Background: an optimization exercise with open tools, aiming at small area and a short achievable clock period. Do not read the settings as production practice.
Only simulation tests tie the RTL to the original design; equivalence was not proved.

==> 11-07: inputs <==
## conv2d
module conv2d #(  parameter DATA_WIDTH = 8,  parameter KERNEL_WIDTH = 8,  parameter IMG_WIDTH = 32,  parameter OUT_WIDTH = 21) (
    input  wire                    CLK,
    input  wire                    RST,
    input  wire                    data_valid_in,
    input  wire [DATA_WIDTH-1:0]   data_in,
    input  wire                    load_kernel,
    input  wire [KERNEL_WIDTH-1:0] kernel,
    output wire [OUT_WIDTH-1:0]    data_out,
    output wire                    valid_out,
    output reg                     load_kernel_done);
localparam NTAP = 4*IMG_WIDTH + 5;        
localparam PW   = DATA_WIDTH*NTAP;
localparam KW   = KERNEL_WIDTH*25;
reg [KW-1:0] kr;
reg [4:0]    counter_load;
wire         k_we = load_kernel & (counter_load < 5'd25);
always @(posedge CLK)
    if (k_we) kr <= {kr[KW-KERNEL_WIDTH-1:0], ~kernel};
always @(posedge CLK or negedge RST)
    if (!RST) counter_load <= 5'd0;
    else if (load_kernel) counter_load <= counter_load + 5'd1;
always @(posedge CLK or negedge RST)
    if (!RST) load_kernel_done <= 1'b0;
    else if (counter_load == 5'd25) load_kernel_done <= 1'b1;
wire [DATA_WIDTH-1:0] DI = ~data_in;
reg [PW-1:0] pv;
always @(posedge CLK)
    if (data_valid_in) pv <= {pv[PW-DATA_WIDTH-1:0], DI};
reg [7:0] cnt;
reg       full;
always @(posedge CLK or negedge RST)
    if (!RST) begin
        cnt  <= 8'd0;
        full <= 1'b0;
    end else if (data_valid_in & ~full) begin
        cnt  <= cnt + 8'd1;
        full <= (cnt == NTAP-1);
    end
assign valid_out = data_valid_in & full;
wire [KERNEL_WIDTH-1:0] K0 = kr[KERNEL_WIDTH*24 +: KERNEL_WIDTH];
wire [KERNEL_WIDTH-1:0] K1 = kr[KERNEL_WIDTH*23 +: KERNEL_WIDTH];
wire [KERNEL_WIDTH-1:0] K2 = kr[KERNEL_WIDTH*22 +: KERNEL_WIDTH];
wire [KERNEL_WIDTH-1:0] K3 = kr[KERNEL_WIDTH*21 +: KERNEL_WIDTH];
wire [KERNEL_WIDTH-1:0] K4 = kr[KERNEL_WIDTH*20 +: KERNEL_WIDTH];
wire [KERNEL_WIDTH-1:0] K5 = kr[KERNEL_WIDTH*19 +: KERNEL_WIDTH];
wire [KERNEL_WIDTH-1:0] K6 = kr[KERNEL_WIDTH*18 +: KERNEL_WIDTH];
wire [KERNEL_WIDTH-1:0] K7 = kr[KERNEL_WIDTH*17 +: KERNEL_WIDTH];
wire [KERNEL_WIDTH-1:0] K8 = kr[KERNEL_WIDTH*16 +: KERNEL_WIDTH];
wire [KERNEL_WIDTH-1:0] K9 = kr[KERNEL_WIDTH*15 +: KERNEL_WIDTH];
wire [KERNEL_WIDTH-1:0] K10 = kr[KERNEL_WIDTH*14 +: KERNEL_WIDTH];
  ...
clock: 35.0 ns
lec_check: 0
cap_margin: 20
core_margin: 2
core_utilization: 40
cts_buf_list: sky130_fd_sc_hd__clkbuf_8
cts_cluster_diameter: 60
cts_cluster_size: 20
slew_margin: 20
standard.sh (not shown) runs the stock make flow with config.mk's settings and CLKGATE_MAP_FILE= SYNTH_SCRIPT=/design/flow/synth_recipe.tcl, a recipe that flattens the netlist after the stock synthesis.
==> flow/flow/run.sh <==
#!/bin/bash
set -euo pipefail
W=$(pwd)
sed '1s/.*/proc synth {args} { yosys synth -nofsm -noshare -noabc {*}$args }/' \
    synth_recipe.tcl > own_synth.tcl
MARGIN=$(cat flow/margin.txt 2>/dev/null || echo 0)
bash standard.sh SYNTH_SCRIPT="$W/own_synth.tcl" SETUP_SLACK_MARGIN="$MARGIN" SKIP_GATE_CLONING=1 finish \
    > own_flow.log 2>&1
==> flow/flow/margin.txt <==
20.7
==> inputs of 12-27, as changes to 11-07 <==
- CORE_UTILIZATION: 40 -> 65
==> qor summary <==
metric                                                                    12-27           11-07
Met3 Routed Length                                                      32.9 mm         24.7 mm
Clock latency reported for the late side of the worst-skew pair         0.89 ns         0.97 ns
Post-placement cell count                                                  6348            7366
Met2 WL post-DR                                                         97.3 mm          108 mm
Starting utilization of the core area                                     65.2%           40.2%
Global-route wire length before repair                                   329 mm          345 mm
Run status                                                       finished clean  finished clean
Cell Rows                                                                   128             163
Post-route worst setup slack                                           20.65 ns        20.64 ns
Filler cells                                                               8197           17600
Multi-input gate share of total cell area                                 47.2%           46.4%
Ratio of final minimum period to clock period                             41.0%           41.0%
Slowest stage delay, CP                                                 0.13 ns         0.15 ns
Metal-1 WL                                                              84.2 mm         99.9 mm
Routing usage on met3                                                     13.9%           5.83%
DIE HEIGHT                                                               353 µm          449 µm
Slew @ Worst Pin                                                        1.16 ns         1.03 ns
Clock buffer instance count of the final layout                             100             103
Post-detailed-placement cell area                                    0.0803 mm²      0.0816 mm²
Area of all placed cells without fillers                             0.0825 mm²      0.0839 mm²
Floorplan Core Area                                                   0.121 mm²       0.197 mm²

========
==> inputs of v26 <==
conv2d, a different RTL version from the one above (not shown whole).
Settings: LEC_CHECK=0, CAP_MARGIN=20, CORE_MARGIN=2, CORE_UTILIZATION=40, CTS_BUF_LIST=sky130_fd_sc_hd__clkbuf_8, CTS_CLUSTER_DIAMETER=50, CTS_CLUSTER_SIZE=18, SLEW_MARGIN=20; clock period 35.0 ns.
==> flow/flow/run.sh <==
#!/bin/bash
# Own layout flow: the standard ORFS flow (standard.sh), with these changes.
#  2. Repair steps aim for extra setup slack (SETUP_SLACK_MARGIN, from
#     flow/margin.txt), so that the resizer also works on paths that
#     already meet the 35 ns clock.  Gate cloning is off, so that each input
#     port keeps driving its one input buffer only.
#  3. Port buffers are inserted as buf_1; the resizer sizes them up where
#     timing needs it.
# Every tool's output goes to own_flow.log in this folder and to orfs/logs.
set -euo pipefail
W=$(pwd)
bash flow/mksynth.sh synth_recipe.tcl "$W/flow/abc.script" > own_synth.tcl
MARGIN=$(cat flow/margin.txt)
bash standard.sh SYNTH_SCRIPT="$W/own_synth.tcl" SETUP_SLACK_MARGIN="$MARGIN" \
    SKIP_GATE_CLONING=1 BUFFER_PORTS_ARGS="-buffer_cell sky130_fd_sc_hd__buf_1" finish \
    > own_flow.log 2>&1
==> flow/flow/abc.script <==
&get -n
&st
&dch
&nf
&put
==> flow/flow/mksynth.sh <==
#!/bin/bash
# usage: mksynth.sh synth_recipe.tcl ABC_SCRIPT > own_synth.tcl
# synth_recipe.tcl with -noabc added to every "synth" call and the final ABC
# mapping run with ABC_SCRIPT instead of ORFS's abc_speed/abc_area script.
sed '1s/.*/proc synth {args} { yosys synth -nofsm -noshare -noabc {*}$args }/' "$1" | {
  IFS= read -r first; printf '%s\n' "$first"
  cat <<EOT
proc abc {args} {
  set i [lsearch -exact \$args -script]
  if {\$i >= 0} { set args [lreplace \$args [expr {\$i + 1}] [expr {\$i + 1}] {$2}] }
  yosys abc {*}\$args
}
EOT
  cat; }
Scripts as last shown in full above: flow/flow/margin.txt
==> v21: changes against v26 <==
--- a/flow/design.v
+++ b/flow/design.v
@@ -18,19 +18,21 @@
     output wire [OUT_WIDTH-1:0]    data_out,
     output wire                    valid_out,
     output reg                     load_kernel_done);
 localparam NTAP = 4*IMG_WIDTH + 5;        
 localparam PW   = DATA_WIDTH*NTAP;
 localparam KW   = KERNEL_WIDTH*25;
 reg [KW-1:0] kr;
 reg [4:0]    counter_load;
-wire         k_we = load_kernel & (counter_load < 5'd25);
+integer      w;
 always @(posedge CLK)
-    if (k_we) kr <= {kr[KW-KERNEL_WIDTH-1:0], kernel};
+    for (w = 0; w < 25; w = w + 1)
+        if (load_kernel && counter_load == w)
+            kr[KERNEL_WIDTH*(24-w) +: KERNEL_WIDTH] <= kernel;
 always @(posedge CLK or negedge RST)
     if (!RST) counter_load <= 5'd0;
     else if (load_kernel) counter_load <= counter_load + 5'd1;
 always @(posedge CLK or negedge RST)
     if (!RST) load_kernel_done <= 1'b0;
     else if (counter_load == 5'd25) load_kernel_done <= 1'b1;
 wire [DATA_WIDTH-1:0] DI = data_in;
 reg [PW-1:0] pv;
==> flow/flow/abc.script (replaced) <==
&get -n
&st
&nf
&put
Settings changed: CELL_PAD_IN_SITES_DETAIL_PLACEMENT set to 1, CELL_PAD_IN_SITES_GLOBAL_PLACEMENT set to 1, CTS_CLUSTER_DIAMETER 50 to 60, CTS_CLUSTER_SIZE 18 to 20.
==> v12: changes against v26 <==
==> flow/flow/abc.script (replaced) <==
&get -n
&st
&nf
&put
Settings changed: CAP_MARGIN 20 to 10, CTS_CLUSTER_DIAMETER 50 to 60, CTS_CLUSTER_SIZE 18 to 20, PLACE_DENSITY set to 0.45, SLEW_MARGIN 20 to 10.
==> impl_results.md <==
- Status: no timing/DRC/antenna violations
- Post-route cell area: roughly 0.082 mm²
- Synth top cells by count: edfxtp_1, fa_1, a21oi_1, a22o_1, nand2_1
- Worst slack, placed: roughly 20 ns
- Core Region: 0.188 mm²
- Met3 Track Usage GR: roughly 5.0%
- Multi-input comb cells: between 3000 and 4000
- Metal3 WL: 16900 µm
- Reg2Reg Setup Slack: around 22 ns
- Worst R2R Start: kr[184]$_DFFE_PP_
[end of results for v26]
==> impl_results.md <==
- Crit. End Element: output pin
- Syn Inst Count: around 3900
- CP Launch Point: data_valid_in
- Core Region: approximately 0.18 mm²
- CP max-delay cell: and2_4
- Worst R2R Start: kr[105]$_DFFE_PP_
- Met3 Track Usage GR: 4.12%
- CTS sink cnt: ~1300
- Status: no timing/DRC/antenna violations
- Post-route cell area: just under 0.08 mm²
- Worst slack, placed: slightly below 20 ns
- Reg2Reg Setup Slack: between 20 and 25 ns
- Multi-input comb cells: 2636
- Fillers: 16000
- Final hold slack: around 0.39 ns
[end of results for v12]
==> impl_results.md <==
- Post-route cell area: about 0.08 mm²
- Core Region: roughly 0.18 mm²
- Multi-input comb cells: ~2700
- Hold_sp: pv[502]$_DFFE_PP_
- Worst R2R Start: kr[25]$_DFFE_PP_
- Reg2Reg Setup Slack: 21.23 ns
- Status: no timing/DRC/antenna violations
- Met3 Track Usage GR: 5.29%
- Synth top cells by count: edfxtp_1, fa_1, a222oi_1, nand2_1, nor2b_1
- Worst slack, placed: between 15 and 20 ns
[end of results for v21]

port drivers added, routing unchanged:
How much do the figures lean on ideal ports? The routed layouts below were timed once more, with nothing changed but the port constraints. Step 1 (the two cells are an assumption about what drives the block):
set clk [get_ports {CLK}]
set_driving_cell -lib_cell sky130_fd_sc_hd__clkbuf_16 $clk
set_driving_cell -lib_cell sky130_fd_sc_hd__buf_2 [delete_from_list [all_inputs] $clk]
Step 2 adds t to the input delays and takes it off the output delays; t is the mean of the earliest and latest rising clock arrival at the registers after step 1. Input paths then give back, and output paths get back, about the clock's delay inside the block. Three values: ideal, step 1, step 2; two values: the first two.
run	shift t [ns]	slack for setup (ns)	worst setup path after step 2
11-07	1.018	20.641 / 20.572 / 20.572	input to output
12-27	0.939	20.647 / 20.588 / 20.588	input to output
v26	1.004	20.632 / 20.591 / 20.591	input to output
v21	1.017	20.613 / 20.574 / 20.574	input to output
v12	1.022	20.636 / 20.594 / 20.594	input to output
After both steps every run listed still meets setup and hold. The setup slack of 11-07, which loses most, moves by -0.069 ns with the drivers and by -0.069 ns with both steps.
